Source: an optimization exercise on an open RTL-to-GDS flow (aim: small area and a short achievable clock period). Production flows keep margins and buffers that such runs may drop. RTL that was checked went through simulation tests only; none was proved equivalent to the original.

==> build 4 <==
==> flow/design.v <==
module op(
	in0,
	in1,
	in2,
	out0
);
input [16-1:0] in0, in1, in2;
output [16-1:0] out0;
wire [16:0] sum = {1'b0, in1} + {1'b0, in2};
assign out0 = (sum < {1'b0, in0})? sum[16-1:0]: in0;
endmodule
module fw_control(
	in_valid,
	inD,
	reset,
	clk,
	instr_out,
	dOut
);
input reset, in_valid, clk;
input [4*16-1: 0] inD;
output [(2 + 3 + (3 - 2))-1: 0] instr_out;
output [4*16-1: 0] dOut;
reg v;
reg [(2 + 3 + (3 - 2))-2: 0] tag;
reg [4*16-1: 0] dOut;
reg [(2 + 3 + (3 - 2))-2: 0] counter1;
assign instr_out = {v, tag};
always @(posedge clk, posedge reset)
begin
	if (reset)
	begin
		v <= 1'b0;
		counter1 <= 0;
	end
	else
	begin
		v <= in_valid;
		if (in_valid)
			counter1 <= counter1 + 1'b1;
	end
end
always @(posedge clk)
begin
	tag <= counter1;
	dOut <= inD;
end
endmodule
module pe(
	reset,
	clk,
	in,
	instr_in,
	out,
	instr_out
);
parameter id = 0;
localparam FIRST = id / 4;
input reset, clk;
input [4*16-1: 0] in;
input [(2 + 3 + (3 - 2))-1: 0]  instr_in;
output [4*16-1:0] out;
output [(2 + 3 + (3 - 2))-1: 0] instr_out;
reg [4*16-1:0] out;
reg v;
reg [(2 + 3 + (3 - 2))-2: 0] tag;
assign instr_out = {v, tag};
wire in_v = instr_in[(2 + 3 + (3 - 2))-1];
wire in_pass = instr_in[(2 + 3 + (3 - 2))-2];
wire [3-1: 0] in_row = instr_in[(3 - 2) +: 3];
wire [(3 - 2)-1: 0] in_word = instr_in[(3 - 2)-1: 0];
reg [4*16-1: 0] pivot0, pivot1;
reg [16-1: 0] dik_r;
wire first = (in_word == FIRST);
wire [16-1: 0] dik_in = in[(id%4)*16 +: 16];
wire [16-1: 0] dik = first ? dik_in : dik_r;
wire [4*16-1: 0] pword = in_word ? pivot1 : pivot0;
wire [4*16-1: 0] out0;
always @(posedge clk)
begin
	if (in_v && first)
		dik_r <= dik_in;
	if (in_v && !in_pass && in_row == id)
	begin
		if (in_word)
			pivot1 <= in;
		else
			pivot0 <= in;
	end
	out <= out0;
	tag <= instr_in[(2 + 3 + (3 - 2))-2: 0];
end
always @(posedge clk, posedge reset)
begin
	if (reset)
		v <= 1'b0;
	else
		v <= in_v;
end
generate
genvar i;
for (i=0; i<4; i=i+1)
begin: op_array
	op op_inst(
	.in0(in[(i+1)*16-1 : i*16]),
	.in1(dik),
	.in2(pword[(i+1)*16-1 : i*16]),
	.out0(out0[(i+1)*16-1 : i*16]));
end
endgenerate
endmodule
module reorder(
	reset,
	clk,
	in,
	instr_in,
	out,
	instr_out
);
parameter HOLDW = 0;
parameter ONLY2 = 0;
input reset, clk;
input [4*16-1: 0] in;
input [(2 + 3 + (3 - 2))-1: 0]  instr_in;
output [4*16-1:0] out;
output [(2 + 3 + (3 - 2))-1: 0] instr_out;
reg [4*16-1:0] out;
reg v;
reg [(2 + 3 + (3 - 2))-2: 0] tag;
assign instr_out = {v, tag};
wire in_pass = instr_in[(2 + 3 + (3 - 2))-2];
wire in_v = instr_in[(2 + 3 + (3 - 2))-1] & (in_pass | !ONLY2);
wire [3-1: 0] in_row = instr_in[(3 - 2) +: 3];
wire [(3 - 2)-1: 0] in_word = instr_in[(3 - 2)-1: 0];
reg [4*16-1: 0] h;
reg h_pass;
reg [3-1: 0] h_row;
reg emit;
wire pass_now = in_v && in_word != HOLDW;
always @(posedge clk)
begin
	if (in_v && in_word == HOLDW)
	begin
		h <= in;
		h_pass <= in_pass;
		h_row <= in_row;
	end
	if (emit)
	begin
		out <= h;
		tag <= {h_pass, h_row, HOLDW[0]};
	end
	else
	begin
		out <= in;
		tag <= instr_in[(2 + 3 + (3 - 2))-2: 0];
	end
end
always @(posedge clk, posedge reset)
begin
	if (reset)
	begin
		emit <= 1'b0;
		v <= 1'b0;
	end
	else
	begin
		emit <= pass_now;
		v <= emit | pass_now;
	end
end
endmodule
module fw(
	clk,
	reset,
	inD,
	in_valid,
	outD,
	out_valid
);
input clk, reset, in_valid;
input [4*16-1 : 0] inD;
output [4*16-1 : 0] outD;
output out_valid;
wire [4*16-1:0] pe_in[8:0];
wire [4*16-1:0] pe_out[8-1:0];
wire [(2 + 3 + (3 - 2))-1: 0] instr_in[0:8];
wire [(2 + 3 + (3 - 2))-1: 0] instr_out[0:8-1];
wire [(2 + 3 + (3 - 2))-1: 0] out_tag;
fw_control fw_control_inst(
	.reset(reset),
	.clk(clk),
	.in_valid(in_valid),
	.inD(inD),
	.dOut(pe_in[0]),
	.instr_out(instr_in[0])
);
generate
genvar i;
for (i=0; i<8; i=i+1)
begin: pe_loop
	pe #(i) pe_inst(.reset(reset),
		.clk(clk),
		.instr_in(instr_in[i]),
		.in(pe_in[i]),
		.out(pe_out[i]),
		.instr_out(instr_out[i]));
	if (i == 8/2 - 1)
	begin: swap
		reorder #(0, 0) r(.reset(reset), .clk(clk),
			.in(pe_out[i]), .instr_in(instr_out[i]),
			.out(pe_in[i+1]), .instr_out(instr_in[i+1]));
	end
	else
	begin: pass
		assign pe_in[i+1] = pe_out[i];
		assign instr_in[i+1] = instr_out[i];
	end
end
endgenerate
reorder #(1, 1) r_out(.reset(reset), .clk(clk),
	.in(pe_in[8]), .instr_in(instr_in[8]),
	.out(outD), .instr_out(out_tag));
assign out_valid = out_tag[(2 + 3 + (3 - 2))-1];
endmodule
==> flow/run.sh <==
#!/bin/bash
# synth_recipe.tcl (not shown) runs the flow's synth.tcl, then flattens the netlist and writes it again
# the make line also repeats each setting of config.mk as NAME=value (left out here)
make -C /OpenROAD-flow-scripts/flow DESIGN_CONFIG=/design/flow/config.mk WORK_HOME=/design/flow/orfs CLKGATE_MAP_FILE= SYNTH_SCRIPT=/design/flow/synth_recipe.tcl finish
==> flow/config.mk <==
export PLATFORM = sky130hd
export DESIGN_NAME = fw
export DESIGN_NICKNAME = fw
export VERILOG_FILES = /design/flow/design.v
export SDC_FILE = /design/flow/constraint.sdc
export NUM_CORES = 4
export LEC_CHECK = 0
export CAP_MARGIN = 20
export CORE_MARGIN = 2
export CORE_UTILIZATION = 40
export SLEW_MARGIN = 20
==> flow/constraint.sdc <==
create_clock -name core_clock -period 6.0 [get_ports {clk}]
set_input_delay 1.2000 -clock core_clock [delete_from_list [all_inputs] [get_ports {clk}]]
set_output_delay 1.2000 -clock core_clock [all_outputs]
set_load 0.01 [all_outputs]
==> build 40: changes against build 4 <==
==> flow/design.v, changed modules only <==
module fw_control(
	in_valid,
	inD,
	reset,
	clk,
	ph,
	instr_out,
	dOut
);
input reset, in_valid, clk;
input [4*16-1: 0] inD;
output ph;
output [(2 + 3 + (3 - 2))-1: 0] instr_out;
output [4*16-1: 0] dOut;
reg ph;
reg v;
reg pass;
reg [3-1: 0] row;
reg [4*16-1: 0] dOut;
reg [4*16-1: 0] h0, h1;
reg [3: 0] h_tag;
reg [(2 + 3 + (3 - 2))-2: 0] counter1;
reg rdy;
wire last = in_valid && counter1[0];
wire start = !ph && (last || rdy);
assign instr_out = {v, pass, row, ~ph};
always @(posedge clk, posedge reset)
begin
	if (reset)
	begin
		ph <= 1'b0;
		v <= 1'b0;
		rdy <= 1'b0;
		counter1 <= 0;
	end
	else
	begin
		ph <= ~ph;
		if (in_valid)
			counter1 <= counter1 + 1'b1;
		rdy <= last && ph;
		if (!ph)
			v <= start;
	end
end
always @(posedge clk)
begin
	if (in_valid && !counter1[0])
	begin
		h0 <= inD;
		h_tag <= counter1[(2 + 3 + (3 - 2))-2: 1];
	end
	if (in_valid && counter1[0])
		h1 <= inD;
	if (!ph)
		{pass, row} <= h_tag;
	dOut <= ph ? h1 : h0;
end
endmodule
module pe(
	reset,
	clk,
	in,
	instr_in,
	out,
	instr_out
);
parameter id = 0;
localparam FIRST = id / 4;
input reset, clk;
input [4*16-1: 0] in;
input [(2 + 3 + (3 - 2))-1: 0]  instr_in;
output [4*16-1:0] out;
output [(2 + 3 + (3 - 2))-1: 0] instr_out;
reg [4*16-1:0] out;
reg v;
reg [(2 + 3 + (3 - 2))-2: 0] tag;
assign instr_out = {v, tag};
wire in_v = instr_in[(2 + 3 + (3 - 2))-1];
wire in_pass = instr_in[(2 + 3 + (3 - 2))-2];
wire [3-1: 0] in_row = instr_in[(3 - 2) +: 3];
wire [(3 - 2)-1: 0] in_word = instr_in[(3 - 2)-1: 0];
reg [4*16-1: 0] pivot_h, pivot_t;
wire first = (in_word == FIRST);
wire [16-1: 0] dik = first ? in[(id%4)*16 +: 16] :
				out[(id%4)*16 +: 16];
wire [4*16-1: 0] out0;
always @(posedge clk)
begin
	if (in_v && !in_pass && in_row == id)
		pivot_h <= in;
	else
		pivot_h <= pivot_t;
	pivot_t <= pivot_h;
	out <= out0;
	tag <= instr_in[(2 + 3 + (3 - 2))-2: 0];
end
always @(posedge clk, posedge reset)
begin
	if (reset)
		v <= 1'b0;
	else
		v <= in_v;
end
generate
genvar i;
for (i=0; i<4; i=i+1)
begin: op_array
	op op_inst(
	.in0(in[(i+1)*16-1 : i*16]),
	.in1(dik),
	.in2(pivot_t[(i+1)*16-1 : i*16]),
	.out0(out0[(i+1)*16-1 : i*16]));
end
endgenerate
endmodule
module reorder(
	reset,
	clk,
	in,
	instr_in,
	out,
	instr_out
);
parameter FIRST = 0;
parameter ONLY2 = 0;
input reset, clk;
input [4*16-1: 0] in;
input [(2 + 3 + (3 - 2))-1: 0]  instr_in;
output [4*16-1:0] out;
output [(2 + 3 + (3 - 2))-1: 0] instr_out;
reg [4*16-1:0] out;
reg v;
reg [(2 + 3 + (3 - 2))-2: 0] tag;
assign instr_out = {v, tag};
wire in_pass = instr_in[(2 + 3 + (3 - 2))-2];
wire in_v = instr_in[(2 + 3 + (3 - 2))-1] & (in_pass | !ONLY2);
wire [(3 - 2)-1: 0] in_word = instr_in[(3 - 2)-1: 0];
reg [4*16-1: 0] h;
wire first = (in_word == FIRST);
always @(posedge clk)
begin
	if (first)
	begin
		h <= in;
		out <= h;
		tag <= {tag[(2 + 3 + (3 - 2))-2: (3 - 2)], in_word};
	end
	else
	begin
		out <= in;
		tag <= instr_in[(2 + 3 + (3 - 2))-2: 0];
	end
end
always @(posedge clk, posedge reset)
begin
	if (reset)
		v <= 1'b0;
	else if (!first)
		v <= in_v;
end
endmodule
module fw(
	clk,
	reset,
	inD,
	in_valid,
	outD,
	out_valid
);
input clk, reset, in_valid;
input [4*16-1 : 0] inD;
output [4*16-1 : 0] outD;
output out_valid;
wire [4*16-1:0] pe_in[8:0];
wire [4*16-1:0] pe_out[8-1:0];
wire [(2 + 3 + (3 - 2))-1: 0] instr_in[0:8];
wire [(2 + 3 + (3 - 2))-1: 0] instr_out[0:8-1];
wire [(2 + 3 + (3 - 2))-1: 0] out_tag;
wire ph;
fw_control fw_control_inst(
	.reset(reset),
	.clk(clk),
	.in_valid(in_valid),
	.inD(inD),
	.ph(ph),
	.dOut(pe_in[0]),
	.instr_out(instr_in[0])
);
generate
genvar i;
for (i=0; i<8; i=i+1)
begin: pe_loop
	pe #(i) pe_inst(.reset(reset),
		.clk(clk),
		.instr_in(instr_in[i]),
		.in(pe_in[i]),
		.out(pe_out[i]),
		.instr_out(instr_out[i]));
	if (i == 8/2 - 1)
	begin: swap
		reorder #(0, 0) r(.reset(reset), .clk(clk),
			.in(pe_out[i]), .instr_in(instr_out[i]),
			.out(pe_in[i+1]), .instr_out(instr_in[i+1]));
	end
	else
	begin: pass
		assign pe_in[i+1] = pe_out[i];
		assign instr_in[i+1] = instr_out[i];
	end
end
endgenerate
reorder #(1, 1) r_out(.reset(reset), .clk(clk),
	.in(pe_in[8]), .instr_in(instr_in[8]),
	.out(outD), .instr_out(out_tag));
assign out_valid = out_tag[(2 + 3 + (3 - 2))-1];
endmodule
--- a/flow/config.mk
+++ b/flow/config.mk
@@ -8,4 +8,5 @@
 export CAP_MARGIN = 20
 export CORE_MARGIN = 2
 export CORE_UTILIZATION = 40
+export SETUP_SLACK_MARGIN = 1.5
 export SLEW_MARGIN = 20
==> summary.txt <==
quantity                                                                     build 40                    build 4
Area-dominant cell class after layout                 multi-input combinational cells           sequential cells
Non-clock buffer instance count of the final layout                               730                        286
Setup fix buffers added after clock tree synthesis                                248                          0
Min Tclk post-route                                                           4.87 ns                    5.81 ns
Crit path required time                                                       6.75 ns                    6.70 ns
Number of synthesized flops with an enable pin                                    268                      1,284
Gp weighted congestion                                                          0.915                      0.899
Cell area after synthesis                                                0.0913 sq mm                0.104 sq mm
Clock buffer instance count of the final layout                                   295                        311
First-pass GRT wire length                                            369,000 microns            402,000 microns
Share of cell area taken by multi-input logic gates                             0.432                      0.400
Routing usage on met3                                                          0.0279                     0.0230
Area growth, synth to finish                                                    24.1%                      13.1%
Result of the run                                             complete, no violations    complete, no violations
Simple-gate share of the synthesized area                                      0.0712                     0.0549
Number of tap cells inserted                                                    3,009                      3,402
Seq/total area                                                                  0.387                      0.459
Final layout net count                                                         10,381                      9,756
Yosys top cell by area                                       sky130_fd_sc_hd__dfxtp_1  sky130_fd_sc_hd__edfxtp_1
FF-to-FF Start                                                     fw_control_inst.ph  pe_loop[2].pe_inst.tag[0]
Pin count of the biggest net entering global routing                              109                         69
Function not checked in build 40: the RTL went through the layout flow alone.

==> port drivers added, routing unchanged <==
The results above use ideal ports. As a check the final layouts listed here were re-extracted and re-timed, cells and wires unchanged.
Step 1 (the two cells are an assumption about what drives the block):
set clk [get_ports {clk}]
set_driving_cell -lib_cell sky130_fd_sc_hd__clkbuf_16 $clk
set_driving_cell -lib_cell sky130_fd_sc_hd__buf_2 [delete_from_list [all_inputs] $clk]
Step 2 times the ports against the registers' clock, not the clock port: input delays grow and output delays shrink by t, the midpoint of the rising clock arrivals with the driver on.
Three values: ideal ports, drivers, drivers and shift; two values: the first two.
run	t, ns	setup WS [ns]	worst slew at a driven data input, ns
build 4	0.923	0.190 / 0.190 / 0.190	0.25
build 40	0.927	1.127 / 1.127 / 1.127	0.14
After both steps setup and hold are still met in every run listed.
